Background: an optimization exercise with open tools, aiming at small area. Do not read the settings as production practice. RTL that was checked went through simulation tests only; none was proved equivalent to the original. Function not checked in runs 2 and 3: the RTL went through the layout flow alone. Power and IR drop assume default switching activity.

<file path="flow/design.v">
module Sudoku_Solver
	#(parameter p_CLKs_PB = 16)  
	(input i_Clk,
	 input i_Rx_UART,
	 input i_Switch_1,
	 output logic o_Tx_UART);
	localparam [1:0] RX = 2'd0, SOLVE = 2'd1, TX = 2'd2;
	wire rst = i_Switch_1;
	logic [269:0] ring;
	wire [9:0] head = ring[269:260];
	logic [1:0] p_cb, p_ri, p_rb;        
	logic [1:0] t_ci, t_cb, t_ri, t_rb;  
	logic [1:0] ph;
	logic       f;
	logic       pend;                    
	logic [3:0] a, b, c;
	logic       bs;
	wire [3:0] data = a, idx = b, timer = c;
	wire       busy = bs;                 
	wire       s = bs;                    
	wire [8:0] mask = {c[0], b, a};       
	wire [1:0] r = c[2:1];
	function automatic [11:0] dpd_dec(input [9:0] c);
		logic p, q, r, s_, t, u, v, w, x, y;
		{p, q, r, s_, t, u, v, w, x, y} = c;
		if (!v)
			dpd_dec = {1'b0, p, q, r, 1'b0, s_, t, u, 1'b0, w, x, y};
		else case ({w, x})
			2'b00: dpd_dec = {1'b0, p, q, r, 1'b0, s_, t, u, 3'b100, y};
			2'b01: dpd_dec = {1'b0, p, q, r, 3'b100, u, 1'b0, s_, t, y};
			2'b10: dpd_dec = {3'b100, r, 1'b0, s_, t, u, 1'b0, p, q, y};
			default: case ({s_, t})
				2'b00: dpd_dec = {3'b100, r, 3'b100, u, 1'b0, p, q, y};
				2'b01: dpd_dec = {3'b100, r, 1'b0, p, q, u, 3'b100, y};
				2'b10: dpd_dec = {1'b0, p, q, r, 3'b100, u, 3'b100, y};
				default: dpd_dec = {3'b100, r, 3'b100, u, 3'b100, y};
			endcase
		endcase
	endfunction
	function automatic [9:0] dpd_enc(input [11:0] g);
		logic a, b, c, d, e, f_, g_, h, i, j, k, m;
		{a, b, c, d, e, f_, g_, h, i, j, k, m} = g;
		case ({a, e, i})
			3'b000: dpd_enc = {b, c, d, f_, g_, h, 1'b0, j, k, m};
			3'b001: dpd_enc = {b, c, d, f_, g_, h, 3'b100, m};
			3'b010: dpd_enc = {b, c, d, j, k, h, 3'b101, m};
			3'b011: dpd_enc = {b, c, d, 2'b10, h, 3'b111, m};
			3'b100: dpd_enc = {j, k, d, f_, g_, h, 3'b110, m};
			3'b101: dpd_enc = {f_, g_, d, 2'b01, h, 3'b111, m};
			3'b110: dpd_enc = {j, k, d, 2'b00, h, 3'b111, m};
			default: dpd_enc = {2'b00, d, 2'b11, h, 3'b111, m};
		endcase
	endfunction
	wire [11:0] dg = dpd_dec(head);
	wire [3:0] d0 = dg[11:8], d1 = dg[7:4], d2 = dg[3:0];
	wire z0 = d0 == 4'd0, z1 = d1 == 4'd0, z2 = d2 == 4'd0;
	wire tick = &timer;
	wire endf = tick & idx == 4'd12;
	wire last = p_rb[1] & p_ri[1] & p_cb[1];
	wire e_rb = p_rb == t_rb;
	wire e_ri = p_ri == t_ri;
	wire e_cb = p_cb == t_cb;
	wire row  = e_rb & e_ri;
	wire at_t = row & e_cb;
	wire [1:0] rsel = ph == TX ? (!z0 ? 2'd0 : !z1 ? 2'd1 : 2'd2) : s ? r : 2'd2;
	logic [3:0] dr;
	always_comb
		case (rsel)
			2'd0:    dr = d0;
			2'd1:    dr = d1;
			default: dr = d2;
		endcase
	logic zj;
	always_comb
		case (t_ci)
			2'd0:    zj = z0;
			2'd1:    zj = z1;
			2'd2:    zj = z2;
			default: zj = 1'b0;
		endcase
	function automatic [8:0] onehot(input [3:0] d);
		for (int n = 0; n < 9; n++)
			onehot[n] = d == 4'(n + 1);
	endfunction
	wire peer = !s | row | (e_rb & e_cb) | (e_cb & r == t_ci);
	wire [8:0] seen = peer ? onehot(dr) : 9'd0;
	wire [8:0] zm = ~mask;
	wire single = (zm & (zm - 9'd1)) == 9'd0;
	wire [3:0] digit = {zm[7] | zm[8],
			    zm[3] | zm[4] | zm[5] | zm[6],
			    zm[1] | zm[2] | zm[5] | zm[6],
			    zm[0] | zm[2] | zm[4] | zm[6] | zm[8]};
	wire any_z  = z0 | z1 | z2;
	wire any_nz = !(z0 & z1 & z2);
	wire special = ph == SOLVE ? any_z : any_nz;
	wire tx_go    = ph == TX & !busy & f & any_nz;
	wire rx_start = ph == RX & !busy & tick & !i_Rx_UART;
	wire rx_wr    = ph == RX & pend & at_t;
	wire done_t   = at_t & r[1];
	wire s_next   = ph == SOLVE & (s ? !done_t : zj);
	logic       wr;
	logic [1:0] wsel;
	logic [3:0] wval;
	always_comb begin
		wsel = t_ci;
		case (ph)
			RX:      begin wr = rx_wr;                wval = data;  end
			SOLVE:   begin wr = s & done_t & single;  wval = digit; end
			default: begin wr = tx_go;                wval = 4'd0;
				       wsel = !z0 ? 2'd0 : !z1 ? 2'd1 : 2'd2; end
		endcase
	end
	wire [3:0] n0 = wr && wsel == 2'd0 ? wval : d0;
	wire [3:0] n1 = wr && wsel == 2'd1 ? wval : d1;
	wire [3:0] n2 = wr && wsel == 2'd2 ? wval : d2;
	always_ff @(posedge i_Clk)
		ring <= {ring[259:0], dpd_enc({n0, n1, n2})};
	always_ff @(posedge i_Clk) begin
		p_cb <= p_cb[1] ? 2'd0 : p_cb + 2'd1;
		if (p_cb[1]) begin
			p_ri <= p_ri[1] ? 2'd0 : p_ri + 2'd1;
			if (p_ri[1])
				p_rb <= p_rb[1] ? 2'd0 : p_rb + 2'd1;
		end
		f <= last | (f & !special);
		case (ph)
			RX: begin
				if (rx_wr) begin
					t_ci <= t_ci[1] ? 2'd0 : t_ci + 2'd1;
					if (t_ci[1]) begin
						t_cb <= t_cb[1] ? 2'd0 : t_cb + 2'd1;
						if (t_cb[1]) begin
							t_ri <= t_ri[1] ? 2'd0 : t_ri + 2'd1;
							if (t_ri[1])
								t_rb <= t_rb + 2'd1;
						end
					end
				end
				if (t_rb == 2'd3 && !busy)
					ph <= SOLVE;
			end
			SOLVE: begin
				if (!s)
					{t_rb, t_ri, t_cb} <= {p_rb, p_ri, p_cb};
				if (last && !s_next)
					t_ci <= t_ci[1] ? 2'd0 : t_ci + 2'd1;
				if (last && f && !special && !busy)
					ph <= TX;
			end
			default: ;
		endcase
		if (ph == SOLVE) begin
			bs <= s_next;
			{c[0], b, a} <= (s ? mask : 9'd0) | seen;
			if (!s_next)
				c[2:1] <= 2'd2;
			else if (!s)
				c[2:1] <= 2'd0;
			else if (at_t)
				c[2:1] <= r + 2'd1;
		end else begin
			c <= tx_go ? 4'd0 : timer + 4'd1;
			bs <= rx_start | tx_go | (busy & !endf);
			b <= (rx_start | tx_go ? 4'd3 : idx) + {3'd0, tick & !tx_go};
			if (tx_go)
				a <= dr;
			else if (tick && busy && idx[3:2] == 2'b01)
				a <= {i_Rx_UART, data[3:1]};
		end
		if (tick && busy && idx == 4'd7)
			pend <= 1'b1;
		else if (rx_wr)
			pend <= 1'b0;
		if (rst) begin
			{p_rb, p_ri, p_cb} <= 6'd0;
			{t_rb, t_ri, t_cb, t_ci} <= 8'd0;
			ph <= RX;
			bs <= 1'b0;
			pend <= 1'b0;
			c <= 4'd0;
		end
	end
	always_comb
		if (!(ph == TX && busy))
			o_Tx_UART = 1'b1;
		else if (idx[3:2] == 2'b01)
			o_Tx_UART = data[0];
		else
			o_Tx_UART = idx[3] ? !idx[1] : !idx[0];
endmodule
</file>
<file path="flow/flow/run.sh">
#!/bin/bash
# The standard layout (standard.sh), with two changes:
#  - synthesis: flow/my_synth.tcl, the standard flow's synthesis script with abc's mapping script
#    replaced by flow/abc_area.script;
#  - clock tree synthesis: the arguments in flow/cts_args.txt (no dummy loads).
# make/ORFS output goes to standard.log; ORFS's per-step logs are under orfs/logs.
set -euo pipefail
W="$(pwd)"
CTS="$(cat flow/cts_args.txt)"
bash standard.sh "SYNTH_SCRIPT=$W/flow/my_synth.tcl" "FLOW_ABC_SCRIPT=$W/flow/abc_area.script" \
  "CTS_ARGS=$CTS" finish > standard.log 2>&1
</file>
<file path="flow/flow/abc_area.script">
strash
&get -n
&deepsyn -T 20
&dch -f
&nf -R 1000
&put
strash
&get -n
&dch -f
&nf -R 1000
&put
topo
</file>
<file path="flow/flow/cts_args.txt">
-sink_clustering_enable -repair_clock_nets -dont_use_dummy_load -sink_clustering_size 20 -sink_clustering_max_diameter 60 -buf_list sky130_fd_sc_hd__clkbuf_8
</file>
<file path="flow/flow/my_synth.tcl">
# The standard synthesis (synth_recipe.tcl), with abc's mapping script replaced by
# flow/abc_area.script (area-oriented &nf mapping). Registers are mapped by ORFS's
# dfflibmap as in the standard synthesis; only the combinational mapping differs.
proc synth {args} { yosys synth -nofsm -noshare {*}$args }
proc abc {args} {
  set i [lsearch -exact $args -script]
  if { $i >= 0 } { lset args [expr { $i + 1 }] $::env(FLOW_ABC_SCRIPT) }
  yosys abc {*}$args
}
source $::env(SCRIPTS_DIR)/synth.tcl
# left out here: clear keep_hierarchy, flatten, clean up, hide names made inside functions, write 1_2_yosys.v
</file>
<file path="flow/standard.sh">
#!/bin/bash
# synth_recipe.tcl (not shown) runs the flow's synth.tcl, then flattens the netlist and writes it again
# the make line also repeats each setting of config.mk as NAME=value (left out here)
make -C /OpenROAD-flow-scripts/flow DESIGN_CONFIG=/design/flow/config.mk WORK_HOME=/design/flow/orfs CLKGATE_MAP_FILE= SYNTH_SCRIPT=/design/flow/synth_recipe.tcl "${@:-finish}"
</file>
<file path="flow/config.mk">
export PLATFORM = sky130hd
export DESIGN_NAME = Sudoku_Solver
export DESIGN_NICKNAME = Sudoku_Solver
export VERILOG_FILES = /design/flow/design.v
export SDC_FILE = /design/flow/constraint.sdc
export NUM_CORES = 4
export LEC_CHECK = 0
export ABC_AREA = 1
export CAP_MARGIN = 40
export CORE_MARGIN = 2
export CORE_UTILIZATION = 30
export PLACE_DENSITY = 0.5
export SLEW_MARGIN = 20
</file>
<file path="flow/constraint.sdc">
create_clock -name core_clock -period 10.0 [get_ports {i_Clk}]
set_input_delay 2.0000 -clock core_clock [delete_from_list [all_inputs] [get_ports {i_Clk}]]
set_output_delay 2.0000 -clock core_clock [all_outputs]
set_load 0.01 [all_outputs]
</file>
==> out/metrics.cfg, run 1 <==
[critical_path]
largest_stage_delay_on_the_critical_path_ns = 0.52
worst_path_cell_chain = clkinv_1 -> nor2_1 -> and3_1 -> o21ai_0 -> clkdlybuf4s50_1
timing.critical_path.to_type = primary output
sort_of_element_at_the_start_of_the_critical_path = flop
crit_path_max_fanout = 8
critical-path-slowest-cell = clkdlybuf4s50_1
critical_path_class = flop to primary output
cp_data_arrival_time_ns = 2.24
crit_required_ns = 8.00

[synth]
post_synth_instance_area_um2 = 7655
cells_taking_the_most_area_after_synthesis = dfxtp_1, nor2_1, a21oi_1
syn_nets = 589
ys_dominant_reg_cell = dfxtp_1
synth.avg_cell_area_um2 = 13.18
yosys.area_share.adder_pct = 0.8173
synth.cells.most_frequent = dfxtp_1, nor2_1, a21oi_1
seq_total_area_yosys_pct = 79.24
synth-compound-area-share_pct = 7.470
post_synth_and_or_nand_nor_area_fraction_pct = 9.317
yosysUniqueCellTypes = 42
synth_enable_flop_cells = 4
post-synth-top-area-fraction_pct = 77.67
main_combinational_cell_family_by_area_after_synthesis = simple AND/OR/NAND/NOR gates
gate_count_after_technology_mapping = 581
ffs_w_async_s_r_synth_pct = 0
post_synth_xor_area_fraction_pct = 1.602
synth_top_area_cell = dfxtp_1
synth_mux_area_share_pct = 1.111
postSynthRegisterBits = 301
post-synth-top-count-cell = dfxtp_1
yosysWarnings = 1

[placement]
detailedPlace.worstSlack_ns = 6.103
gp_congestion = 0.8644
detailed_place_hpwl_um = 7834
dp.cells = 916
place.port_buffers = 3
dpl_cell_area_um2 = 8107

[clocking]
clkSinkCount = 301
cts_tree = built
cts_hold_repair.buffers = 0
cts_inserted_buffers = 22
clk_path_buf_depth = 3
cts-resized-gates = 0
level_count_of_the_clock_h_tree = 1
post_cts_buffers = 0
clock_network_latency_to_the_later_pin_of_the_worst_skew_pair_ns = 0.54
path_clk_slew_ns = 0.10
cts_root_buffer = clkbuf_8

[global_route]
first_global_vias = 3990
grt_start_max_net_pins = 22
grt_antenna_before_repair = 0
wire_length_of_the_first_global_routing_pass_um = 20380
all_layer_gr_usage_pct = 9.468
grt.overflow.total = 0

[sta]
final-setup-viol-count = 0
worst_slew_pin_slew_ns = 0.6899
fin_hold_ws_ns = 0.2907
tightest_slew_margin_relative_to_the_limit_pct = 53.58
setup_total_negative_slack_ns = 0
fmaxAchievable_mhz = 236.0
finalHoldViolCount = 0
grt_setup_unrepaired = false
finalWorstPathRequiredPeriod_ns = 4.238
post-route-period-util_pct = 42.38
slew_viol_final = 0
worst_clock_skew_ns = 0.04059
setup_slack_ns = 5.762

[routing]
avgRoutedWirePerCell_um = 12.83
viasPerCell = 4.222
via_count = 3969
drt_pre_antenna_iters = 5
detail-route-antenna-nets = 0
drt_wl_total_um = 12060
drt-initial-drc-count = 256
drcViolationCount = 0

[die]
io_pins = 4
die-height_um = 163.7
die-area_um2 = 26810
chipWidth_um = 163.7
initial_utilization_pct = 30.49
core-area_um2 = 25110
std_cell_rows = 58

[power_and_ir_drop]
p_leak_nw = 3.278
peakVddDrop_v = 0.00009120
power_per_cell_area_nw_per_um2 = 209.9
total_power_mw = 1.769

[finish]
finish.net_count = 620
n_fill_cell = 2506
inserted_diodes = 0
fin_cells = 940
finish.utilization_pct = 33.57
post_layout_instance_area_um2 = 8428
syn2layout_area_growth_pct = 10.10
drive_above_1_share_pct = 4.098

[hold_path]
hold_class = flop to flop

[run]
drv.max_cap_violation_count = 0

[outcome]
result_of_the_run = no timing/DRC/antenna violations

state kept, by name, summed over array words and instances, names as in the netlist, 4 cells and up:
signal  flops
a           4
c           4
b           4
ring      270
worst max-delay path: cells and delay by family, from the launching register on:
kind	cells	cell delay [ns]
compound gates	1	0.12
simple gates	2	0.35
buf+inv	2	0.77
flops	1	0.49
path summary, 6_finish.rpt:
| path | startpoint | end | slack (ns) | cells after the start |
|---|---|---|---|---|
| worst min-delay path | ring[87] | ring[97] | 0.29 | 0 |
| worst max-delay path | ph[1] | o_Tx_UART | 5.76 | 5 |
| worst max register to register | ring[261] | ring[6] | 6.11 | 12 |
| worst min register to register | ring[87] | ring[97] | 0.29 | 0 |
layout by cell type (no fill, tap or decap), drive strengths merged, types with 2 or more instances in the layout:
cell type and n:
dfxtp 297, nor2 51, a21oi 36, nand2 33
clkbuf 22, nand3 18, o21ai 14, nor3 12
nor2b 10, clkinv 9, xor2 8, nand2b 8
a22oi 8, xnor2 6, and3 6, nor4 5
a21o 5, a211oi 5, ha 5, mux2i 4
mux2 4, edfxtp 4, buf 4, a31oi 3
o211ai 3, a32oi 3, clkdlybuf4s50 3, and2 2
o21a 2, or2 2, or3 2, a221oi 2
nor3b 2
power breakdown:
part           switching [mW]  internal, mW
combinational          0.0116        0.0112
clock                   0.330         0.198
sequential             0.0109          1.21
total                   0.352          1.42
cell type report:
cell class | count | area (µm²) | area share (%)
sequential | 301 | 6066 | 71.97
clock buffer | 22 | 302.8 | 3.593
tap | 330 | 412.9 | 4.899
multi-input combinational | 271 | 1555 | 18.45
timing repair buffer | 7 | 57.56 | 0.6829
inverter | 9 | 33.78 | 0.4008
logic make-up after synthesis:
kind of cell,Yosys count
buf+inv,9
simple gates,153
mux,8
fa+ha+maj,5
flops,301
xor+xnor,14
compound gates,91
metal layers:
| metal | wire (µm) | global-route usage (%) | vias up |
|---|---|---|---|
| met5 | 0 | 0 | - |
| met4 | 426 | 4.027 | 0 |
| met3 | 560 | 2.045 | 25 |
| met2 | 4979 | 13.96 | 62 |
| met1 | 6094 | 13.38 | 1865 |
| li1 | - | - | 2017 |
==> run 2, diff against run 1 <==
--- a/flow/design.v
+++ b/flow/design.v
@@ -13,4 +13,5 @@
 	logic [1:0] ph;
-	logic       f;
-	logic       pend;                    
+	logic       pf;
+	wire        pend = pf;
+	wire        f = pf;
 	logic [3:0] a, b, c;
@@ -124,3 +125,9 @@
 		end
-		f <= last | (f & !special);
+		if (ph == RX) begin
+			if (tick && busy && idx == 4'd7)
+				pf <= 1'b1;
+			else if (rx_wr)
+				pf <= 1'b0;
+		end else
+			pf <= last | (f & !special);
 		case (ph)
@@ -169,6 +176,2 @@
 		end
-		if (tick && busy && idx == 4'd7)
-			pend <= 1'b1;
-		else if (rx_wr)
-			pend <= 1'b0;
 		if (rst) begin
@@ -178,3 +181,3 @@
 			bs <= 1'b0;
-			pend <= 1'b0;
+			pf <= 1'b0;
 			c <= 4'd0;
==> run 2 against run 1 <==
  * Still clean on timing, DRC and antenna
  * Register-to-register slack got worse by 0.20 ns
  * Routed wire length increased by 1.0%
  * Utilization grew 0.090 points
  * Global-route usage is essentially flat
  * Synthesized cell count fell by 1.2%
  * Critical path type unchanged
  * Critical endpoint unchanged
  * Largest cell class unchanged
==> out/metrics.cfg, run 2 <==
[outcome]
result_of_the_run = no timing/DRC/antenna violations

[clocking]
cts-resized-gates = 0  ; unchanged
post_cts_buffers = 0  ; unchanged
clkSinkCount = 300  ; -0.33%
clock_network_latency_to_the_later_pin_of_the_worst_skew_pair_ns = 0.55  ; about the same
cts_root_buffer = clkbuf_8
clk_path_buf_depth = 3  ; unchanged
level_count_of_the_clock_h_tree = 1  ; unchanged
path_clk_slew_ns = 0.10  ; about the same
cts_tree = built
cts_inserted_buffers = 23  ; +4.5%
cts_hold_repair.buffers = 0  ; unchanged

[sta]
post-route-period-util_pct = 41.53  ; -0.85 points
finalWorstPathRequiredPeriod_ns = 4.153  ; -0.08510 ns
fin_hold_ws_ns = 0.3006  ; +0.009908 ns
setup_total_negative_slack_ns = 0  ; unchanged
final-setup-viol-count = 0  ; unchanged
slew_viol_final = 0  ; unchanged
tightest_slew_margin_relative_to_the_limit_pct = 44.46  ; -9.1 points
worst_clock_skew_ns = 0.05702  ; +0.01644 ns
worst_slew_pin_slew_ns = 0.8330  ; +0.1432 ns
grt_setup_unrepaired = false
fmaxAchievable_mhz = 240.8  ; +2.0%
finalHoldViolCount = 0  ; unchanged

[critical_path]
critical-path-slowest-cell = dfxtp_1
timing.critical_path.to_type = primary output
ff2ff_setup_slack_ns = 5.91  ; -0.20 ns
crit_path_max_fanout = 15  ; +7
total_number_of_cells_along_the_worst_setup_path = 4  ; -1
cp_top_family = flip-flops
r2r_cells = 15  ; +3
crit_required_ns = 8.00  ; about the same
critical_path_class = flop to primary output
critPathLaunch = ph[1]
worst_path_cell_chain = nand2b_1 -> a21oi_1 -> o211ai_1 -> clkdlybuf4s50_1
crit_end = o_Tx_UART
reg2reg_to = ring[6]
wp_buf_inv = 1  ; -1
cp_data_arrival_time_ns = 2.15  ; -0.09 ns
largest_stage_delay_on_the_critical_path_ns = 0.63  ; +0.11 ns
sort_of_element_at_the_start_of_the_critical_path = flop
worst_r2r_startpoint = ring[261]

[routing]
via_count = 4042  ; +1.8%
drt_wl_total_um = 12180  ; +1.0%
drt-initial-drc-count = 340  ; +33%
avgRoutedWirePerCell_um = 13.06  ; +1.8%
detail-route-antenna-nets = 0  ; unchanged
viasPerCell = 4.332  ; +2.6%
drcViolationCount = 0  ; unchanged
drt_pre_antenna_iters = 6  ; +1

[synth]
gate_count_after_technology_mapping = 574  ; -1.2%
synth_top_area_cell = dfxtp_1
ys_dominant_reg_cell = dfxtp_1
ffs_w_async_s_r_synth_pct = 0  ; unchanged
yosysWarnings = 1  ; unchanged
post-synth-top-area-fraction_pct = 77.31  ; -0.36 points
yosysUniqueCellTypes = 44  ; +4.8%
post_synth_instance_area_um2 = 7665  ; +0.13%
postSynthRegisterBits = 300  ; -0.33%
seq_total_area_yosys_pct = 78.88  ; -0.36 points
synth_enable_flop_cells = 4  ; unchanged
syn_nets = 582  ; -1.2%
cells_taking_the_most_area_after_synthesis = dfxtp_1, nor2_1, nand2_1
post-synth-top-count-cell = dfxtp_1
synth.avg_cell_area_um2 = 13.35  ; +1.4%
synth.cells.most_frequent = dfxtp_1, nor2_1, nand2_1

[power_and_ir_drop]
power_per_cell_area_nw_per_um2 = 209.4  ; -0.23%
sw_frac_of_total_pct = 19.84  ; -0.059 points
intPower_mw = 1.419  ; +0.11%
combPwrFrac_pct = 1.2  ; about the same
p_leak_nw = 3.267  ; -0.35%
pwr-share-seq_pct = 68.5  ; -0.4 points
p_clk_share_pct = 30.3  ; +0.5 points
power.net_switching_mw = 0.3511  ; -0.26%
peakVddDrop_v = 0.00008860  ; -2.9%

[finish]
flip_flop_count_of_the_largest_register_after_layout = 270  ; unchanged
mostFrequentLayoutCells = dfxtp_1, nor2_1, nand2_1
post_layout_instance_area_um2 = 8451  ; +0.27%
drive_above_1_share_pct = 4.312  ; +0.21 points
inserted_diodes = 0  ; unchanged
registers.top_by_ff_count = ring
syn2layout_area_growth_pct = 10.25
finish.net_count = 613  ; -1.1%
finish.utilization_pct = 33.66  ; +0.090 points
final_common_cell = dfxtp_1

[die]
io_pins = 4  ; unchanged
core-area_um2 = 25110  ; unchanged
die-height_um = 163.8  ; about the same
std_cell_rows = 58  ; unchanged
initial_utilization_pct = 30.53  ; +0.040 points
die-area_um2 = 26840  ; +0.13%
chipWidth_um = 163.8  ; about the same

[global_route]
grt_antenna_before_repair = 0  ; unchanged
grt.overflow.total = 0  ; unchanged
wire_length_of_the_first_global_routing_pass_um = 20440  ; +0.30%
all_layer_gr_usage_pct = 9.496  ; +0.028 points
grt_start_max_net_pins = 22  ; unchanged
first_global_vias = 4010  ; +0.50%

[placement]
gp_congestion = 0.7941  ; -8.1%
place.port_buffers = 3  ; unchanged
dpl_cell_area_um2 = 8123  ; +0.20%
detailed_place_hpwl_um = 7761  ; -0.93%

[run]
drv.max_cap_violation_count = 0  ; unchanged

[hold_path]
hold_class = flop to flop

run 2: metrics by stage:
| step | setup slack [ns] | total power [mW] | cells |
|---|---|---|---|
| 4_1_cts | 5.823 | 1.802 | 932 |
| 3_5_place_dp | 6.030 | 1.260 | 909 |
| 3_3_place_gp | 6.230 | 1.260 | 908 |
| 5_1_grt | 5.495 | 1.848 | 933 |
| 6_report | 5.847 | 1.770 | 933 |
| 2_1_floorplan | 5.801 | 1.251 | 574 |
run 2: area by class of cell:
cell class              count  area [µm²]
fillers                  2505       16660
flip-flops and latches    300        6046
multi-input cells         269        1600
well taps                 330       412.9
clock buffers              23       316.6
repair buffers              6       56.30
inverters                   5       18.77
run 2: how the worst min path moves through the flow:
stage,from,to,slack (ns),depth (start not counted)
6_report,ring[144],ring[154],0.30,0
5_1_grt,ring[178],ring[188],0.30,0
4_1_cts,ring[144],ring[154],0.31,0
3_5_place_dp,ring[239],ring[249],0.31,0
3_3_place_gp,ring[237],ring[247],0.31,0
2_1_floorplan,ring[90],ring[100],0.31,0
run 2: power groups by stage:
stage               logic [mW]  registers [mW]  clock network (mW)
detailed placement      0.0208            1.24                   0
CTS                     0.0210            1.21               0.569
finish                  0.0214            1.21               0.537
global placement        0.0206            1.24                   0
floorplan               0.0153            1.24                   0
global route            0.0246            1.21               0.610
run 2: kinds of logic (layout without fill, tap and decap cells):
| group | after synthesis | in the layout | synth area share (%) |
|---|---|---|---|
| buffers and inverters | 5 | 34 | 0.2449 |
| muxes | 17 | 17 | 2.383 |
| adders and majority gates | 5 | 5 | 0.8162 |
| DFF | 300 | 300 | 78.88 |
| and+or+nand+nor | 151 | 151 | 9.158 |
| xor gates and xnor gates | 14 | 14 | 1.600 |
| AOI/OAI and AO/OA | 82 | 82 | 6.922 |
run 2: routing by layer:
metal | wire, µm | global-route usage (%)
met1 | 5987 | 13.08
met2 | 5256 | 14.80
met3 | 595 | 2.222
met4 | 342 | 2.951
met5 | 0 | 0
==> run 3, diff against run 2 <==
==> flow/flow/cts_args.txt (replaced) <==
-sink_clustering_enable -repair_clock_nets -dont_use_dummy_load -sink_clustering_size 12 -sink_clustering_max_diameter 40 -buf_list sky130_fd_sc_hd__clkbuf_4
==> run 3 against run 2 <==
  * Still clean
  * Combinational power about the same
  * Global-route usage rose by 0.35 points
  * Cell count is 1.4% higher
  * Sequential power is essentially flat
  * Fmax shrank 1.1%
  * Worst setup slack worse by 0.047 ns
  * Clock skew grew 0.00059 ns
  * Non-clock buffer count unchanged
  * Synthesized cell count unchanged
  * Utilization is 0.17 points lower
  * Critical path type unchanged
==> out/metrics.cfg, run 3 <==
[sta]
finalWorstPathRequiredPeriod_ns = 4.200  ; +0.04680 ns
worst_slew_pin_slew_ns = 0.8442  ; +0.01112 ns
tightest_slew_margin_relative_to_the_limit_pct = 43.72  ; -0.74 points
final-setup-viol-count = 0  ; unchanged
setup_total_negative_slack_ns = 0  ; unchanged
fmaxAchievable_mhz = 238.1  ; -1.1%
finalHoldViolCount = 0  ; unchanged
post-route-period-util_pct = 42.00  ; +0.47 points
grt_setup_unrepaired = false
slew_viol_final = 0  ; unchanged
worst_clock_skew_ns = 0.05761  ; +0.0005855 ns

[die]
die-area_um2 = 26840  ; unchanged
core-area_um2 = 25110  ; unchanged
chipWidth_um = 163.8  ; unchanged
io_pins = 4  ; unchanged
std_cell_rows = 58  ; unchanged
initial_utilization_pct = 30.53  ; unchanged
die-height_um = 163.8  ; unchanged

[critical_path]
sort_of_element_at_the_start_of_the_critical_path = flop
critical_path_class = flop to primary output
crit_required_ns = 8.00  ; about the same
timing.critical_path.to_type = primary output
worst_path_cell_chain = nand2b_1 -> a21oi_1 -> o211ai_1 -> clkdlybuf4s50_1
crit_path_max_fanout = 15  ; unchanged
cp_data_arrival_time_ns = 2.20  ; +0.05 ns
critical-path-slowest-cell = dfxtp_1
largest_stage_delay_on_the_critical_path_ns = 0.62  ; about the same

[power_and_ir_drop]
combPwrFrac_pct = 1.2  ; about the same
peakVddDrop_v = 0.00008534  ; -3.7%
power_per_cell_area_nw_per_um2 = 206.5  ; -1.4%
p_leak_nw = 3.269  ; about the same
power.net_switching_mw = 0.3570  ; +1.7%
intPower_mw = 1.379  ; -2.8%
pwr-share-seq_pct = 69.8  ; +1.3 points
p_clk_share_pct = 29.0  ; -1.3 points
sw_frac_of_total_pct = 20.56  ; +0.72 points

[synth]
syn_nets = 582  ; unchanged
ffs_w_async_s_r_synth_pct = 0  ; unchanged
post-synth-top-count-cell = dfxtp_1
synth_enable_flop_cells = 4  ; unchanged
synth.avg_cell_area_um2 = 13.35  ; unchanged
synth_top_area_cell = dfxtp_1
synth.cells.most_frequent = dfxtp_1, nor2_1, nand2_1
gate_count_after_technology_mapping = 574  ; unchanged
yosysUniqueCellTypes = 44  ; unchanged
postSynthRegisterBits = 300  ; unchanged
cells_taking_the_most_area_after_synthesis = dfxtp_1, nor2_1, nand2_1
seq_total_area_yosys_pct = 78.88  ; unchanged
ys_dominant_reg_cell = dfxtp_1
post-synth-top-area-fraction_pct = 77.31  ; unchanged
post_synth_instance_area_um2 = 7665  ; unchanged
yosysWarnings = 1  ; unchanged

[global_route]
all_layer_gr_usage_pct = 9.843  ; +0.35 points
grt.overflow.total = 0  ; unchanged
grt_antenna_before_repair = 0  ; unchanged
grt_start_max_net_pins = 22  ; unchanged
first_global_vias = 4208  ; +4.9%
wire_length_of_the_first_global_routing_pass_um = 20940  ; +2.4%

[routing]
viasPerCell = 4.373  ; +0.94%
drt_wl_total_um = 12350  ; +1.4%
drt_pre_antenna_iters = 5  ; -1
avgRoutedWirePerCell_um = 13.05  ; about the same
drcViolationCount = 0  ; unchanged
detail-route-antenna-nets = 0  ; unchanged
drt-initial-drc-count = 302  ; -11%
via_count = 4137  ; +2.4%

[clocking]
cts_root_buffer = clkbuf_4
path_clk_slew_ns = 0.10  ; about the same
cts_hold_repair.buffers = 0  ; unchanged
cts-resized-gates = 0  ; unchanged
clkSinkCount = 300  ; unchanged
cts_inserted_buffers = 36  ; +57%
level_count_of_the_clock_h_tree = 2  ; +1
post_cts_buffers = 0  ; unchanged
cts_tree = built
clock_network_latency_to_the_later_pin_of_the_worst_skew_pair_ns = 0.61  ; +0.06 ns
clk_path_buf_depth = 3  ; unchanged

[finish]
syn2layout_area_growth_pct = 9.696
inserted_diodes = 0  ; unchanged
final_common_cell = dfxtp_1
regArea_um2 = 6046  ; unchanged
n_fill_cell = 2512  ; +0.28%
drive_above_1_share_pct = 6.331  ; +2.0 points
flip_flop_count_of_the_largest_register_after_layout = 270  ; unchanged
finish.net_count = 626  ; +2.1%
registers.top_by_ff_count = ring
mostFrequentLayoutCells = dfxtp_1, nor2_1, nand2_1
post_layout_instance_area_um2 = 8408  ; -0.50%
multiInputGateArea_um2 = 1600  ; unchanged

[placement]
place.port_buffers = 3  ; unchanged
detailed_place_hpwl_um = 7761  ; unchanged
dpl_cell_area_um2 = 8123  ; unchanged
gp_congestion = 0.7941  ; unchanged

[run]
drv.max_cap_violation_count = 0  ; unchanged

[hold_path]
hold_class = flop to flop

[outcome]
result_of_the_run = no timing/DRC/antenna violations

-- run 3: cells by family (layout without fill, tap and decap cells) --
group                    Yosys count  count (layout)  synth area share, %
AO/OA/AOI/OAI                     82              82                6.922
buffers and inverters              5              47               0.2449
multiplexers                      17              17                2.383
flip-flops                       300             300                78.88
adder cells (fa/ha/maj)            5               5               0.8162
AND/OR/NAND/NOR                  151             151                9.158
XOR/XNOR                          14              14                1.600
-- run 3: critical path, delay by kind of cell, from the launching register on --
kind | cells | cell delay (ns)
flip-flops | 1 | 0.62
buffers and inverters | 1 | 0.52
AO/OA/AOI/OAI | 2 | 0.28
AND/OR/NAND/NOR | 1 | 0.21
-- run 3: final timing paths --
path	cells after the start	slack, ns	end	from
setup / recovery	4	5.80	o_Tx_UART	ph[1]
hold reg to reg	0	0.29	ring[204]	ring[194]
setup reg to reg	15	5.97	ring[6]	ring[261]
hold / removal	0	0.29	ring[204]	ring[194]
-- run 3: layout make-up --
| cell class | count | share of cell area (%) |
|---|---|---|
| flip-flops and latches | 300 | 71.90 |
| inverters | 5 | 0.2232 |
| clock buffers | 36 | 3.214 |
| repair buffers | 6 | 0.7143 |
| well taps | 330 | 4.911 |
| multi-input cells | 269 | 19.03 |
-- run 3: stage by stage --
| stage | total power, mW | worst slack, ns | std cells | util [%] | hold slack (ns) |
|---|---|---|---|---|---|
| final | 1.736 | 5.800 | 946 | 33.49 | 0.2896 |
| after global routing | 1.825 | 5.498 | 946 | 33.49 | 0.2880 |
| after CTS | 1.773 | 5.731 | 945 | 33.43 | 0.2922 |
| after detailed placement | 1.260 | 6.030 | 909 | 32.35 | 0.3121 |
| after global placement | 1.260 | 6.230 | 908 | 32.32 | 0.3108 |
| after floorplan | 1.251 | 5.801 | 574 | - | 0.3096 |
-- run 3: power by group through the flow --
stage / sequential [mW] / combinational [mW] / clock [mW]
5_1_grt: 1.21 / 0.0249 / 0.586
3_5_place_dp: 1.24 / 0.0208 / 0
2_1_floorplan: 1.24 / 0.0153 / 0
4_1_cts: 1.21 / 0.0211 / 0.540
6_report: 1.21 / 0.0217 / 0.503
3_3_place_gp: 1.24 / 0.0206 / 0
-- run 3: per-layer routing --
| metal | share of wire, % | up-vias | track usage, % |
|---|---|---|---|
| met5 | 0 | - | 0 |
| met4 | 2.8 | 0 | 4.226 |
| met3 | 6.2 | 38 | 2.879 |
| met2 | 43 | 108 | 15.01 |
| met1 | 48 | 1950 | 13.01 |
| li1 | - | 2041 | - |
==> run 4, diff against run 3 <==
--- a/flow/design.v
+++ b/flow/design.v
@@ -13,5 +13,4 @@
 	logic [1:0] ph;
-	logic       pf;
-	wire        pend = pf;
-	wire        f = pf;
+	logic       f;
+	logic       pend;                    
 	logic [3:0] a, b, c;
@@ -125,9 +124,3 @@
 		end
-		if (ph == RX) begin
-			if (tick && busy && idx == 4'd7)
-				pf <= 1'b1;
-			else if (rx_wr)
-				pf <= 1'b0;
-		end else
-			pf <= last | (f & !special);
+		f <= last | (f & !special);
 		case (ph)
@@ -176,2 +169,6 @@
 		end
+		if (tick && busy && idx == 4'd7)
+			pend <= 1'b1;
+		else if (rx_wr)
+			pend <= 1'b0;
 		if (rst) begin
@@ -181,3 +178,3 @@
 			bs <= 1'b0;
-			pf <= 1'b0;
+			pend <= 1'b0;
 			c <= 4'd0;
==> run 4 against run 3 <==
  * Worst setup slack got worse by 0.15 ns
  * Synthesized area fell by 0.13%
  * Die area fell by 0.13%
  * Largest power group unchanged
  * Total power rose by 0.45%
  * Highest routed layer unchanged
  * Combinational power rose by 5%
  * Largest cell class unchanged
  * Sequential cell count rose by 1
  * Global-route usage barely moved
  * First-iteration DRC count fell by 14%
==> out/metrics.cfg, run 4 <==
[outcome]
result_of_the_run = no timing/DRC/antenna violations

[placement]
dpl_cell_area_um2 = 8107  ; -0.20%
detailedPlace.worstSlack_ns = 6.103  ; +0.07362 ns
gp_congestion = 0.8644  ; +8.9%
detailed_place_hpwl_um = 7834  ; +0.94%
place.port_buffers = 3  ; unchanged
dp.cells = 916  ; +0.77%

[power_and_ir_drop]
power_per_cell_area_nw_per_um2 = 207.7  ; +0.57%
pwr-share-seq_pct = 69.9  ; about the same
p_clk_share_pct = 28.8  ; -0.2 points
peakVddDrop_v = 0.00008338  ; -2.3%
intPower_mw = 1.386  ; +0.49%
p_leak_nw = 3.286  ; +0.53%
sw_frac_of_total_pct = 20.53  ; -0.032 points
total_power_mw = 1.744  ; +0.45%
combPwrFrac_pct = 1.3  ; about the same
power.net_switching_mw = 0.3581  ; +0.29%

[critical_path]
crit_required_ns = 8.00  ; about the same
crit_path_max_fanout = 8  ; -7
worst_path_cell_chain = clkinv_1 -> nor2_1 -> and3_1 -> o21ai_0 -> clkdlybuf4s50_1
sort_of_element_at_the_start_of_the_critical_path = flop
timing.critical_path.to_type = primary output
critical-path-slowest-cell = clkdlybuf4s50_1
largest_stage_delay_on_the_critical_path_ns = 0.52  ; -0.10 ns
critical_path_class = flop to primary output
cp_data_arrival_time_ns = 2.35  ; +0.15 ns

[synth]
post-synth-top-area-fraction_pct = 77.67  ; +0.36 points
synth_enable_flop_cells = 4  ; unchanged
gate_count_after_technology_mapping = 581  ; +1.2%
yosysUniqueCellTypes = 42  ; -4.5%
post-synth-top-count-cell = dfxtp_1
ys_dominant_reg_cell = dfxtp_1
ffs_w_async_s_r_synth_pct = 0  ; unchanged
syn_nets = 589  ; +1.2%
cells_taking_the_most_area_after_synthesis = dfxtp_1, nor2_1, a21oi_1
synth.avg_cell_area_um2 = 13.18  ; -1.3%
synth_top_area_cell = dfxtp_1
post_synth_instance_area_um2 = 7655  ; -0.13%
yosysWarnings = 1  ; unchanged
postSynthRegisterBits = 301  ; +0.33%
synth.cells.most_frequent = dfxtp_1, nor2_1, a21oi_1
seq_total_area_yosys_pct = 79.24  ; +0.36 points

[finish]
syn2layout_area_growth_pct = 9.709  ; about the same
finish.utilization_pct = 33.45  ; -0.040 points
finish.net_count = 634  ; +1.3%
fin_cells = 955  ; +0.95%
drive_above_1_share_pct = 6.250  ; -0.081 points
registers.top_by_ff_count = ring
flip_flop_count_of_the_largest_register_after_layout = 270  ; unchanged
final_common_cell = dfxtp_1
post_layout_instance_area_um2 = 8398  ; -0.12%
mostFrequentLayoutCells = dfxtp_1, nor2_1, a21oi_1, clkbuf_4, nand2_1

[sta]
slew_viol_final = 0  ; unchanged
setup_total_negative_slack_ns = 0  ; unchanged
final-setup-viol-count = 0  ; unchanged
worst_clock_skew_ns = 0.09098  ; +0.03337 ns
worst_slew_pin_slew_ns = 0.6935  ; -0.1507 ns
finalHoldViolCount = 0  ; unchanged
tightest_slew_margin_relative_to_the_limit_pct = 53.34  ; +9.6 points
fin_hold_ws_ns = 0.2728  ; -0.01673 ns
grt_setup_unrepaired = false
fmaxAchievable_mhz = 229.9  ; -3.4%
post-route-period-util_pct = 43.49  ; +1.5 points
finalWorstPathRequiredPeriod_ns = 4.349  ; +0.1497 ns
setup_slack_ns = 5.651  ; -0.1497 ns

[clocking]
path_clk_slew_ns = 0.11  ; about the same
post_cts_buffers = 0  ; unchanged
cts-resized-gates = 0  ; unchanged
level_count_of_the_clock_h_tree = 2  ; unchanged
cts_root_buffer = clkbuf_4
cts_tree = built
clk_path_buf_depth = 3  ; unchanged
clock_network_latency_to_the_later_pin_of_the_worst_skew_pair_ns = 0.62  ; about the same
cts_inserted_buffers = 36  ; unchanged
clkSinkCount = 301  ; +0.33%
cts_hold_repair.buffers = 0  ; unchanged

[global_route]
grt_start_max_net_pins = 22  ; unchanged
wire_length_of_the_first_global_routing_pass_um = 20890  ; -0.26%
grt_antenna_before_repair = 1  ; +1
first_global_vias = 4099  ; -2.6%
all_layer_gr_usage_pct = 9.808  ; -0.035 points
grt.overflow.total = 0  ; unchanged

[die]
die-area_um2 = 26810  ; -0.13%
die-height_um = 163.7  ; about the same
io_pins = 4  ; unchanged
std_cell_rows = 58  ; unchanged
initial_utilization_pct = 30.49  ; -0.040 points
chipWidth_um = 163.7  ; about the same
core-area_um2 = 25110  ; unchanged

[run]
drv.max_cap_violation_count = 0  ; unchanged

[routing]
drt_wl_total_um = 12270  ; -0.67%
detail-route-antenna-nets = 0  ; unchanged
viasPerCell = 4.274  ; -2.3%
drt_pre_antenna_iters = 4  ; -1
drt-initial-drc-count = 259  ; -14%
via_count = 4082  ; -1.3%
avgRoutedWirePerCell_um = 12.85  ; -1.6%
drcViolationCount = 0  ; unchanged

[hold_path]
hold_class = flop to flop

[run 4: changes by cell type after synthesis, moves of 5 or more]
cell	change
nand2_1	-8
a22oi_1	+5
mux2_1	-6
a21oi_1	+12
nand3_1	+6
nor2b_1	+7
[run 4: path summary, 6_finish.rpt]
path,from,endpoint,slack [ns],cells after the start
setup / recovery,ph[1],o_Tx_UART,5.65,5
hold / removal,ring[4],ring[14],0.27,0
setup reg to reg,ring[263],ring[9],6.05,13
hold reg to reg,ring[4],ring[14],0.27,0
[run 4: layout make-up]
cell class,count,area [µm²]
fill,2525,16710
sequential,301,6066
multi-input combinational,271,1555
tap,330,412.9
clock buffer,36,270.3
timing repair buffer,7,57.56
inverter,9,33.78
antenna,1,2.502
[run 4: kinds of logic (layout without fill, tap and decap cells)]
group,Yosys count,in the layout,share of synthesized area (%)
DFF,301,301,79.24
and+or+nand+nor,153,153,9.317
AOI/OAI and AO/OA,91,91,7.470
xor gates and xnor gates,14,14,1.602
buffers and inverters,9,52,0.4413
muxes,8,8,1.111
adders and majority gates,5,5,0.8173
other,0,1,0
[run 4: power groups by stage]
| stage | combinational (mW) | sequential, mW | clock, mW |
|---|---|---|---|
| after detailed placement | 0.0223 | 1.25 | 0 |
| after floorplan | 0.0169 | 1.24 | 0 |
| after CTS | 0.0223 | 1.22 | 0.541 |
| after global placement | 0.0220 | 1.25 | 0 |
| final | 0.0228 | 1.22 | 0.503 |
| after global routing | 0.0265 | 1.22 | 0.592 |
[run 4: per-layer routing]
layer  GRT usage, %  up-vias  wire length [µm]
met4          5.064        0               425
met1          13.62     1901              6153
met5              0        -                 0
met2          13.85       94              5047
li1               -     2055                 -
met3          2.753       32               641
[run 4: critical path, delay by kind of cell, from the launching register on]
| kind | cells | cell delay [ns] |
|---|---|---|
| AND/OR/NAND/NOR | 2 | 0.35 |
| buffers and inverters | 2 | 0.77 |
| flip-flops | 1 | 0.51 |
| AO/OA/AOI/OAI | 1 | 0.11 |
==> run 5, diff against run 4 <==
--- a/flow/design.v
+++ b/flow/design.v
@@ -13,4 +13,5 @@
 	logic [1:0] ph;
-	logic       f;
-	logic       pend;                    
+	logic       pf;
+	wire        pend = pf;
+	wire        f = pf;
 	logic [3:0] a, b, c;
@@ -64,3 +65,3 @@
 	wire at_t = row & e_cb;
-	wire [1:0] rsel = ph == TX ? (!z0 ? 2'd0 : !z1 ? 2'd1 : 2'd2) : s ? r : 2'd2;
+	wire [1:0] rsel = ph == TX ? t_ci : s ? r : 2'd2;
 	logic [3:0] dr;
@@ -92,6 +93,4 @@
 			    zm[0] | zm[2] | zm[4] | zm[6] | zm[8]};
-	wire any_z  = z0 | z1 | z2;
-	wire any_nz = !(z0 & z1 & z2);
-	wire special = ph == SOLVE ? any_z : any_nz;
-	wire tx_go    = ph == TX & !busy & f & any_nz;
+	wire special = z0 | z1 | z2;
+	wire tx_go    = ph == TX & !busy & at_t;
 	wire rx_start = ph == RX & !busy & tick & !i_Rx_UART;
@@ -105,8 +104,9 @@
 		wsel = t_ci;
-		case (ph)
-			RX:      begin wr = rx_wr;                wval = data;  end
-			SOLVE:   begin wr = s & done_t & single;  wval = digit; end
-			default: begin wr = tx_go;                wval = 4'd0;
-				       wsel = !z0 ? 2'd0 : !z1 ? 2'd1 : 2'd2; end
-		endcase
+		if (ph == RX) begin
+			wr = rx_wr;
+			wval = data;
+		end else begin
+			wr = ph == SOLVE & s & done_t & single;
+			wval = digit;
+		end
 	end
@@ -124,6 +124,12 @@
 		end
-		f <= last | (f & !special);
+		if (ph == RX) begin
+			if (tick && busy && idx == 4'd7)
+				pf <= 1'b1;
+			else if (rx_wr)
+				pf <= 1'b0;
+		end else
+			pf <= last | (f & !special);
 		case (ph)
-			RX: begin
-				if (rx_wr) begin
+			RX, TX: begin
+				if (rx_wr || tx_go) begin
 					t_ci <= t_ci[1] ? 2'd0 : t_ci + 2'd1;
@@ -138,3 +144,3 @@
 				end
-				if (t_rb == 2'd3 && !busy)
+				if (t_rb == 2'd3 && !busy && ph == RX)
 					ph <= SOLVE;
@@ -146,4 +152,6 @@
 					t_ci <= t_ci[1] ? 2'd0 : t_ci + 2'd1;
-				if (last && f && !special && !busy)
+				if (last && f && !special && !busy) begin
 					ph <= TX;
+					{t_rb, t_ri, t_cb, t_ci} <= 8'd0;
+				end
 			end
@@ -169,6 +177,2 @@
 		end
-		if (tick && busy && idx == 4'd7)
-			pend <= 1'b1;
-		else if (rx_wr)
-			pend <= 1'b0;
 		if (rst) begin
@@ -178,3 +182,3 @@
 			bs <= 1'b0;
-			pend <= 1'b0;
+			pf <= 1'b0;
 			c <= 4'd0;
==> run 5 against run 4 <==
  * Die area is 0.54% lower
  * Clock skew is 0.032 ns lower
  * Global-route usage is 0.48 points lower
  * Worst setup slack better by 0.26 ns
  * Worst hold slack better by 0.0070 ns
  * Design area is 0.92% lower
  * Fmax is 6.5% higher
==> out/metrics.cfg, run 5 <==
[critical_path]
worst_r2r_startpoint = b[2]
critical_path_class = flop to primary output
timing.critical_path.to_type = primary output
sort_of_element_at_the_start_of_the_critical_path = flop
reg2reg_to = ring[9]
ff2ff_setup_slack_ns = 6.56  ; +0.51 ns
cp_data_arrival_time_ns = 2.08  ; -0.27 ns
critPathLaunch = ph[1]
crit_path_max_fanout = 8  ; unchanged
crit_required_ns = 8.00  ; about the same
r2r_cells = 11  ; -2

[synth]
ys_dominant_reg_cell = dfxtp_1
yosysUniqueCellTypes = 44  ; +4.8%
synth_top_area_cell = dfxtp_1
yosysWarnings = 1  ; unchanged
synth.cells.most_frequent = dfxtp_1, nor2_1, nand2_1
gate_count_after_technology_mapping = 577  ; -0.69%
syn_nets = 585  ; -0.68%
synth_enable_flop_cells = 4  ; unchanged
post-synth-top-count-cell = dfxtp_1
post-synth-top-area-fraction_pct = 77.84  ; +0.17 points
post_synth_instance_area_um2 = 7612  ; -0.56%
seq_total_area_yosys_pct = 79.42  ; +0.18 points
ffs_w_async_s_r_synth_pct = 0  ; unchanged
cells_taking_the_most_area_after_synthesis = dfxtp_1, nor2_1, nand2_1
synth.avg_cell_area_um2 = 13.19  ; +0.13%
postSynthRegisterBits = 300  ; -0.33%

[die]
core-area_um2 = 25040  ; -0.29%
initial_utilization_pct = 30.40  ; -0.082 points
std_cell_rows = 58  ; unchanged
chipWidth_um = 163.3  ; -0.27%
io_pins = 4  ; unchanged
die-height_um = 163.3  ; -0.27%
die-area_um2 = 26670  ; -0.54%

[clocking]
clkSinkCount = 300  ; -0.33%
cts_inserted_buffers = 34  ; -5.6%
level_count_of_the_clock_h_tree = 2  ; unchanged
cts_root_buffer = clkbuf_4
clock_network_latency_to_the_later_pin_of_the_worst_skew_pair_ns = 0.60  ; -0.02 ns
cts_tree = built
clk_path_buf_depth = 3  ; unchanged
cts_hold_repair.buffers = 0  ; unchanged
post_cts_buffers = 0  ; unchanged
cts-resized-gates = 0  ; unchanged
path_clk_slew_ns = 0.11  ; about the same

[power_and_ir_drop]
sw_frac_of_total_pct = 20.53  ; about the same
total_power_mw = 1.732  ; -0.72%
combPwrFrac_pct = 1.4  ; about the same
pwr-share-seq_pct = 70.3  ; +0.4 points
p_clk_share_pct = 28.3  ; -0.5 points
power.net_switching_mw = 0.3555  ; -0.72%
peakVddDrop_v = 0.00008828  ; +5.9%
power_per_cell_area_nw_per_um2 = 208.1  ; +0.20%
p_leak_nw = 3.247  ; -1.2%
intPower_mw = 1.376  ; -0.72%

[placement]
gp_congestion = 0.8154  ; -5.7%
dpl_cell_area_um2 = 8063  ; -0.54%
detailed_place_hpwl_um = 7201  ; -8.1%
detailedPlace.worstSlack_ns = 6.010  ; -0.09294 ns
place.port_buffers = 3  ; unchanged

[sta]
tightest_slew_margin_relative_to_the_limit_pct = 44.99  ; -8.4 points
post-route-period-util_pct = 40.85  ; -2.6 points
setup_total_negative_slack_ns = 0  ; unchanged
finalHoldViolCount = 0  ; unchanged
worst_slew_pin_slew_ns = 0.8226  ; +0.1292 ns
final-setup-viol-count = 0  ; unchanged
slew_viol_final = 0  ; unchanged
fin_hold_ws_ns = 0.2799  ; +0.007026 ns
setup_slack_ns = 5.915  ; +0.2645 ns
grt_setup_unrepaired = false
fmaxAchievable_mhz = 244.8  ; +6.5%
worst_clock_skew_ns = 0.05921  ; -0.03177 ns
finalWorstPathRequiredPeriod_ns = 4.085  ; -0.2645 ns

[finish]
n_fill_cell = 2469  ; -2.2%
final_common_cell = dfxtp_1
drive_above_1_share_pct = 5.691  ; -0.56 points
mostFrequentLayoutCells = dfxtp_1, nor2_1, nand2_1
registers.top_by_ff_count = ring
finish.net_count = 625  ; -1.4%
flip_flop_count_of_the_largest_register_after_layout = 270  ; unchanged
post_layout_instance_area_um2 = 8320  ; -0.92%
syn2layout_area_growth_pct = 9.303

[outcome]
result_of_the_run = no timing/DRC/antenna violations

[hold_path]
hold_class = flop to flop
holdPathStages = 0  ; unchanged
hold-path-endpoint = ring[144]
hp-start = ring[134]

[run]
drv.max_cap_violation_count = 0  ; unchanged

[routing]
drcViolationCount = 0  ; unchanged
drt_wl_total_um = 11620  ; -5.3%
viasPerCell = 4.331  ; +1.3%
via_count = 4097  ; +0.37%
drt_pre_antenna_iters = 5  ; +1
avgRoutedWirePerCell_um = 12.28  ; -4.4%
detail-route-antenna-nets = 0  ; unchanged
drt-initial-drc-count = 233  ; -10%

[global_route]
grt_start_max_net_pins = 22  ; unchanged
grt_antenna_before_repair = 1  ; unchanged
grt.overflow.total = 0  ; unchanged
all_layer_gr_usage_pct = 9.326  ; -0.48 points
first_global_vias = 4026  ; -1.8%
wire_length_of_the_first_global_routing_pass_um = 20000  ; -4.3%

-- run 5: cell count changes in the layout (fill, tap and decap cells not counted), sizes merged, moves of 7 or more --
cell / before / now
a21oi: 36 / 16
nand2: 33 / 44
nand3: 18 / 8
nor3: 12 / 19
-- run 5: how the worst max path moves through the flow --
stage / slack (ns) / endpoint
floorplan: 6.62 / b[3]
CTS: 5.87 / o_Tx_UART
global placement: 6.07 / b[3]
detailed placement: 6.01 / b[3]
finish: 5.92 / o_Tx_UART
global route: 5.75 / o_Tx_UART
-- run 5: final cells by class --
type                       instances  area, µm²  area share (%)
clock buffer                      34      255.2           3.068
inverter                           9      33.78          0.4060
timing repair buffer               4      37.54          0.4511
multi-input combinational        268       1533           18.42
sequential                       300       6046           72.66
antenna                            1      2.502         0.03008
tap                              330      412.9           4.962
-- run 5: logic make-up after synthesis --
logic type / synth area share, %
flip-flops: 79.42
AO/OA/AOI/OAI: 7.068
buffers and inverters: 0.4438
AND/OR/NAND/NOR: 10.11
adder cells (fa/ha/maj): 0.8218
multiplexers: 0.5260
XOR/XNOR: 1.611
-- run 5: worst max-delay path, cell delays in order (launching register included) --
cell             delay (ns)
dfxtp_1                0.49
clkinv_1               0.18
nor2_1                 0.16
o2111ai_1              0.15
clkdlybuf4s50_1        0.53
-- run 5: routing by layer --
metal,vias to the layer above,wire length (µm),global-route usage [%]
met5,-,0,0
met2,103,4713,12.91
met1,1922,5780,13.07
li1,2038,-,-
met3,34,696,2.717
met4,0,425,4.867
-- run 5: per-stage QoR --
step | cells | util, %
6_report | 946 | 33.23
5_1_grt | 946 | 33.23
4_1_cts | 945 | 33.22
3_5_place_dp | 911 | 32.20
3_3_place_gp | 911 | 32.20
2_1_floorplan | 577 | -
-- run 5: power by group through the flow --
stage | Combinational, mW | Clock (mW) | Sequential, mW
floorplan | 0.0183 | 0 | 1.24
global placement | 0.0234 | 0 | 1.24
detailed placement | 0.0241 | 0 | 1.25
CTS | 0.0243 | 0.528 | 1.22
global route | 0.0274 | 0.579 | 1.22
finish | 0.0244 | 0.490 | 1.22
==> run 6, diff against run 5 <==
==> flow/flow/run.sh (replaced) <==
#!/bin/bash
# The standard layout (standard.sh), with three changes:
#  - synthesis: flow/my_synth.tcl, the standard flow's synthesis script with abc's mapping script
#    replaced by flow/abc_area.script;
#  - port buffers: sky130_fd_sc_hd__buf_1 (one per input and output port, as before);
#  - clock tree synthesis: the arguments in flow/cts_args.txt (no dummy loads).
# make/ORFS output goes to standard.log; ORFS's per-step logs are under orfs/logs.
set -euo pipefail
W="$(pwd)"
CTS="$(cat flow/cts_args.txt)"
bash standard.sh "SYNTH_SCRIPT=$W/flow/my_synth.tcl" "FLOW_ABC_SCRIPT=$W/flow/abc_area.script" \
  "BUFFER_PORTS_ARGS=-buffer_cell sky130_fd_sc_hd__buf_1" \
  "CTS_ARGS=$CTS" finish > standard.log 2>&1
==> run 6 against run 5 <==
  * Still clean on timing, DRC and antenna
  * Cell count rose by 0.11%
  * Die area did not move
  * First-iteration DRC count rose by 5.2%
  * Worst hold slack got worse by 0.012 ns
  * Register-to-register slack improved by 0.03 ns
  * Combinational power barely moved
  * Synthesized area did not move
  * Worst setup slack improved by 0.32 ns
  * Sequential cell count did not move
  * Via count rose by 0.51%
  * Design area barely moved
  * Routed wire length rose by 0.48%
  * Critical path type unchanged
  * Highest routed layer unchanged
==> out/metrics.cfg, run 6 <==
[outcome]
result_of_the_run = no timing/DRC/antenna violations

[synth]
ys_dominant_reg_cell = dfxtp_1
seq_total_area_yosys_pct = 79.42  ; unchanged
gate_count_after_technology_mapping = 577  ; unchanged
synth.cells.most_frequent = dfxtp_1, nor2_1, nand2_1
yosysUniqueCellTypes = 44  ; unchanged
post-synth-top-count-cell = dfxtp_1
syn_nets = 585  ; unchanged
synth.avg_cell_area_um2 = 13.19  ; unchanged
synth_top_area_cell = dfxtp_1
ffs_w_async_s_r_synth_pct = 0  ; unchanged
yosysWarnings = 1  ; unchanged
synth_enable_flop_cells = 4  ; unchanged
post_synth_instance_area_um2 = 7612  ; unchanged
post-synth-top-area-fraction_pct = 77.84  ; unchanged
postSynthRegisterBits = 300  ; unchanged
cells_taking_the_most_area_after_synthesis = dfxtp_1, nor2_1, nand2_1

[die]
io_pins = 4  ; unchanged
die-height_um = 163.3  ; unchanged
std_cell_rows = 58  ; unchanged
die-area_um2 = 26670  ; unchanged
chipWidth_um = 163.3  ; unchanged
initial_utilization_pct = 30.40  ; unchanged
core-area_um2 = 25040  ; unchanged

[finish]
registers.top_by_ff_count = ring
flip_flop_count_of_the_largest_register_after_layout = 270  ; unchanged
syn2layout_area_growth_pct = 9.204  ; about the same
fin_cells = 947  ; +0.11%
finish.net_count = 626  ; +0.16%
drive_above_1_share_pct = 5.844  ; +0.15 points
mostFrequentLayoutCells = dfxtp_1, nor2_1, nand2_1
final_common_cell = dfxtp_1
post_layout_instance_area_um2 = 8313  ; about the same

[global_route]
first_global_vias = 4018  ; -0.20%
grt_start_max_net_pins = 22  ; unchanged
grt.overflow.total = 0  ; unchanged
all_layer_gr_usage_pct = 9.043  ; -0.28 points
wire_length_of_the_first_global_routing_pass_um = 19520  ; -2.4%
grt_antenna_before_repair = 1  ; unchanged

[clocking]
clock_network_latency_to_the_later_pin_of_the_worst_skew_pair_ns = 0.60  ; about the same
cts_inserted_buffers = 34  ; unchanged
cts_root_buffer = clkbuf_4
path_clk_slew_ns = 0.11  ; about the same
level_count_of_the_clock_h_tree = 2  ; unchanged
cts-resized-gates = 0  ; unchanged
cts_hold_repair.buffers = 0  ; unchanged
post_cts_buffers = 0  ; unchanged
clk_path_buf_depth = 3  ; unchanged
cts_tree = built
clkSinkCount = 300  ; unchanged

[routing]
via_count = 4118  ; +0.51%
avgRoutedWirePerCell_um = 12.32  ; +0.38%
drt-initial-drc-count = 245  ; +5.2%
drcViolationCount = 0  ; unchanged
drt_pre_antenna_iters = 5  ; unchanged
detail-route-antenna-nets = 0  ; unchanged
viasPerCell = 4.348  ; +0.41%
drt_wl_total_um = 11670  ; +0.48%

[sta]
final-setup-viol-count = 0  ; unchanged
post-route-period-util_pct = 37.64  ; -3.2 points
finalHoldViolCount = 0  ; unchanged
tightest_slew_margin_relative_to_the_limit_pct = 53.03  ; +8.0 points
worst_clock_skew_ns = 0.06876  ; +0.009550 ns
setup_total_negative_slack_ns = 0  ; unchanged
worst_slew_pin_slew_ns = 0.6992  ; -0.1235 ns
fin_hold_ws_ns = 0.2675  ; -0.01232 ns
fmaxAchievable_mhz = 265.7  ; +8.5%
finalWorstPathRequiredPeriod_ns = 3.764  ; -0.3210 ns
grt_setup_unrepaired = false
slew_viol_final = 0  ; unchanged

[critical_path]
timing.critical_path.to_type = primary output
cp_data_arrival_time_ns = 1.76  ; -0.32 ns
worst_r2r_startpoint = b[2]
ff2ff_setup_slack_ns = 6.59  ; +0.03 ns
crit_required_ns = 8.00  ; about the same
r2r_cells = 11  ; unchanged
critical_path_class = flop to primary output
reg2reg_to = ring[9]
sort_of_element_at_the_start_of_the_critical_path = flop
crit_path_max_fanout = 8  ; unchanged

[placement]
place.port_buffers = 3  ; unchanged
dp.cells = 911  ; unchanged
detailed_place_hpwl_um = 7288  ; +1.2%
dpl_cell_area_um2 = 8044  ; -0.23%
gp_congestion = 0.8238  ; +1.0%

[hold_path]
hold-path-endpoint = ring[74]
holdPathStages = 0  ; unchanged
hold_class = flop to flop
hp-start = ring[64]

[power_and_ir_drop]
power_per_cell_area_nw_per_um2 = 207.7  ; -0.21%
p_leak_nw = 3.245  ; about the same
peakVddDrop_v = 0.00007441  ; -16%
total_power_mw = 1.726  ; -0.30%

[run]
drv.max_cap_violation_count = 0  ; unchanged

run 6: power breakdown:
group	total, mW	switching (mW)	internal, mW
combinational	0.0241	0.0131	0.0110
clock	0.484	0.326	0.158
sequential	1.22	0.0115	1.21
run 6: logic make-up after synthesis:
| group | after synthesis | synth area share, % |
|---|---|---|
| buffers and inverters | 9 | 0.4438 |
| DFF | 300 | 79.42 |
| adders and majority gates | 5 | 0.8218 |
| and+or+nand+nor | 165 | 10.11 |
| muxes | 4 | 0.5260 |
| xor gates and xnor gates | 14 | 1.611 |
| AOI/OAI and AO/OA | 80 | 7.068 |
run 6: per-stage QoR:
step / util, % / worst slack, ns
after global routing: 33.20 / 6.079
after floorplan: - / 6.624
final: 33.20 / 6.236
after detailed placement: 32.13 / 6.365
after CTS: 33.15 / 6.151
after global placement: 32.13 / 6.463
run 6: metal layers:
metal | wire, µm | GRT usage [%] | vias to the layer above | share of wire, %
li1 | - | - | 2036 | -
met3 | 726 | 2.819 | 45 | 6.2
met5 | 0 | 0 | - | 0
met4 | 453 | 4.626 | 0 | 3.9
met2 | 4760 | 13.02 | 123 | 41
met1 | 5731 | 12.17 | 1914 | 49
run 6: cell type report:
class	count	area, µm²
antenna	1	2.502
clock buffer	34	255.2
fill	2486	16720
inverter	9	33.78
multi-input combinational	268	1533
sequential	300	6046
tap	330	412.9
timing repair buffer	5	30.03
run 6: worst max-delay path, stage by stage, from the launching register on:
cell       delay (ns)
dfxtp_1          0.50
clkinv_1         0.19
nor2_1           0.15
o2111ai_1        0.16
buf_1            0.18
run 6: worst max path at each step:
stage                         start   endpoint  slack, ns  cells past startpoint
after floorplan           i_Rx_UART       b[3]       6.62                      7
after global placement    i_Rx_UART       b[3]       6.46                      8
after detailed placement  i_Rx_UART       b[3]       6.36                      8
after CTS                     ph[1]  o_Tx_UART       6.15                      4
after global routing          ph[1]  o_Tx_UART       6.08                      4
final                         ph[1]  o_Tx_UART       6.24                      4
==> run 7, diff against run 6 <==
==> flow/flow/my_synth.tcl (replaced) <==
# The standard synthesis (synth_recipe.tcl) with two changes to the combinational
# mapping only: abc's script is flow/abc_area.script (area-oriented &deepsyn/&nf
# mapping), and adders are left to abc instead of ORFS's half/full adder cells.
# Registers are mapped by ORFS's dfflibmap exactly as in the standard synthesis.
proc synth {args} { yosys synth -nofsm -noshare {*}$args }
proc abc {args} {
  set i [lsearch -exact $args -script]
  if { $i >= 0 } { lset args [expr { $i + 1 }] $::env(FLOW_ABC_SCRIPT) }
  yosys abc {*}$args
}
unset -nocomplain ::env(ADDER_MAP_FILE)
source $::env(SCRIPTS_DIR)/synth.tcl
# left out here: clear keep_hierarchy, flatten, clean up, hide names made inside functions, write 1_2_yosys.v
--- a/flow/config.mk
+++ b/flow/config.mk
@@ -10,4 +10,4 @@
 export CORE_MARGIN = 2
-export CORE_UTILIZATION = 30
-export PLACE_DENSITY = 0.5
+export CORE_UTILIZATION = 50
+export PLACE_DENSITY = 0.65
 export SLEW_MARGIN = 20
==> run 7 against run 6 <==
  * Clock skew increased by 0.020 ns
  * Worst hold slack better by 0.031 ns
  * Synthesized area down 0.76%
  * Critical path type unchanged
  * Largest cell class unchanged
  * Largest power group unchanged
  * Highest routed layer unchanged
==> out/metrics.cfg, run 7 <==
[die]
core-area_um2 = 14640  ; -42%
std_cell_rows = 44  ; -24%
initial_utilization_pct = 51.59  ; +21 points
die-area_um2 = 16110  ; -40%
io_pins = 4  ; unchanged

[power_and_ir_drop]
power.net_switching_mw = 0.3588  ; +2.4%
power_per_cell_area_nw_per_um2 = 216.4  ; +4.2%
peakVddDrop_v = 0.0001214  ; +63%
combPwrFrac_pct = 2.1  ; +0.7 points
pwr-share-seq_pct = 70.5  ; about the same
p_leak_nw = 3.153  ; -2.8%
intPower_mw = 1.385  ; +0.68%
sw_frac_of_total_pct = 20.57  ; +0.27 points

[finish]
drive_above_1_share_pct = 5.747  ; -0.097 points
final_common_cell = dfxtp_1
regArea_um2 = 6046  ; unchanged
n_fill_cell = 1211  ; -51%
finish.utilization_pct = 55.03  ; +22 points
inserted_diodes = 0  ; -1
multiInputGateArea_um2 = 1464  ; -4.5%
finish.net_count = 614  ; -1.9%
syn2layout_area_growth_pct = 6.674
registers.top_by_ff_count = ring
fin_cells = 793  ; -16%

[synth]
post-synth-top-count-cell = dfxtp_1
yosysWarnings = 1  ; unchanged
yosysUniqueCellTypes = 44  ; unchanged
ffs_w_async_s_r_synth_pct = 0  ; unchanged
synth.avg_cell_area_um2 = 13.23  ; +0.29%
synth_enable_flop_cells = 4  ; unchanged
post-synth-top-area-fraction_pct = 78.44  ; +0.59 points
syn_nets = 574  ; -1.9%
synth.cells.most_frequent = dfxtp_1, nor2_1, nand2_1
post_synth_instance_area_um2 = 7555  ; -0.76%
gate_count_after_technology_mapping = 571  ; -1.0%
cells_taking_the_most_area_after_synthesis = dfxtp_1, nor2_1, a21oi_1

[critical_path]
r2r_cells = 14  ; +3
critical-path-slowest-cell = dfxtp_1
timing.critical_path.to_type = primary output
cp_data_arrival_time_ns = 1.91  ; +0.15 ns
worst_path_cell_chain = nor2_1 -> a21oi_1 -> o21ai_0 -> or3_1 -> buf_1
sort_of_element_at_the_start_of_the_critical_path = flop
largest_stage_delay_on_the_critical_path_ns = 0.59  ; +0.09 ns
crit_required_ns = 8.00  ; about the same

[routing]
drt_pre_antenna_iters = 4  ; -1
via_count = 4052  ; -1.6%
avgRoutedWirePerCell_um = 13.97  ; +13%

[clocking]
clk_path_buf_depth = 3  ; unchanged
cts_tree = built
level_count_of_the_clock_h_tree = 2  ; unchanged
clkSinkCount = 300  ; unchanged
cts_hold_repair.buffers = 0  ; unchanged
post_cts_buffers = 0  ; unchanged
cts_inserted_buffers = 34  ; unchanged

[sta]
fin_hold_ws_ns = 0.2981  ; +0.03050 ns
setup_slack_ns = 6.095  ; -0.1414 ns
worst_slew_pin_slew_ns = 0.7797  ; +0.08057 ns
tightest_slew_margin_relative_to_the_limit_pct = 47.62  ; -5.4 points
setup_total_negative_slack_ns = 0  ; unchanged
post-route-period-util_pct = 39.05  ; +1.4 points
worst_clock_skew_ns = 0.08915  ; +0.02039 ns
finalHoldViolCount = 0  ; unchanged

[hold_path]
hold_class = flop to flop

[global_route]
all_layer_gr_usage_pct = 14.50  ; +5.5 points
wire_length_of_the_first_global_routing_pass_um = 18840  ; -3.5%
first_global_vias = 4057  ; +0.97%
grt_start_max_net_pins = 18  ; -18%

[outcome]
result_of_the_run = no timing/DRC/antenna violations

[run]
drv.max_cap_violation_count = 0  ; unchanged

[placement]
gp_congestion = 0.9104  ; +11%
detailedPlace.worstSlack_ns = 6.592  ; +0.2272 ns

-- run 7: cell count changes in the layout (fill, tap and decap cells not counted), sizes merged, moves of 3 or more --
cell,previous run,this run
and2,7,3
a22oi,5,2
a21oi,16,27
and3,4,1
ha,5,0
xnor2,1,4
a222oi,1,4
nand2,44,36
xor2,13,6
nor3,19,12
clkinv,9,12
mux2,0,3
nor2,49,57
-- run 7: area by class of cell --
class                   instances  area share (%)
clock buffers                  34           3.167
inverters                      12          0.5589
multi-input cells             259           18.16
flip-flops and latches        300           75.02
well taps                     184           2.857
repair buffers                  4          0.2329
-- run 7: cell families after synthesis --
kind of cell	count (synthesis)	synth area share (%)
XOR/XNOR	10	1.159
multiplexers	8	1.110
buffers and inverters	12	0.5962
flip-flops	300	80.03
AND/OR/NAND/NOR	148	8.894
AO/OA/AOI/OAI	93	8.215
-- run 7: per-stage QoR --
stage,power [mW],cell area (µm²)
floorplan,1.280,7555
global placement,1.292,7804
detailed placement,1.293,7804
CTS,1.773,8059
global route,1.832,8059
finish,1.744,8059
-- run 7: worst paths after layout --
| kind | startpoint | to | slack, ns |
|---|---|---|---|
| worst min register to register | ring[247] | ring[257] | 0.30 |
| worst max-delay path | b[2] | o_Tx_UART | 6.09 |
| worst min-delay path | ring[247] | ring[257] | 0.30 |
| worst max register to register | p_rb[1] | t_rb[1] | 6.47 |
-- run 7: per-layer routing --
layer / track usage [%] / share of wire [%]
met1: 19.71 / 48
met2: 21.38 / 42
met3: 4.218 / 6.5
met4: 6.917 / 2.6
met5: 0 / 0
-- run 7: worst max-delay path, delay by kind of cell (launching register included) --
| family | cells | cell delay [ns] |
|---|---|---|
| buffers and inverters | 1 | 0.14 |
| and+or+nand+nor | 2 | 0.41 |
| DFF | 1 | 0.59 |
| AOI/OAI and AO/OA | 2 | 0.20 |
-- run 7: power by group through the flow --
stage | combinational [mW] | sequential, mW | clock, mW
2_1_floorplan | 0.0303 | 1.25 | 0
3_3_place_gp | 0.0364 | 1.26 | 0
3_5_place_dp | 0.0371 | 1.26 | 0
4_1_cts | 0.0372 | 1.23 | 0.507
5_1_grt | 0.0427 | 1.23 | 0.557
6_report | 0.0373 | 1.23 | 0.478
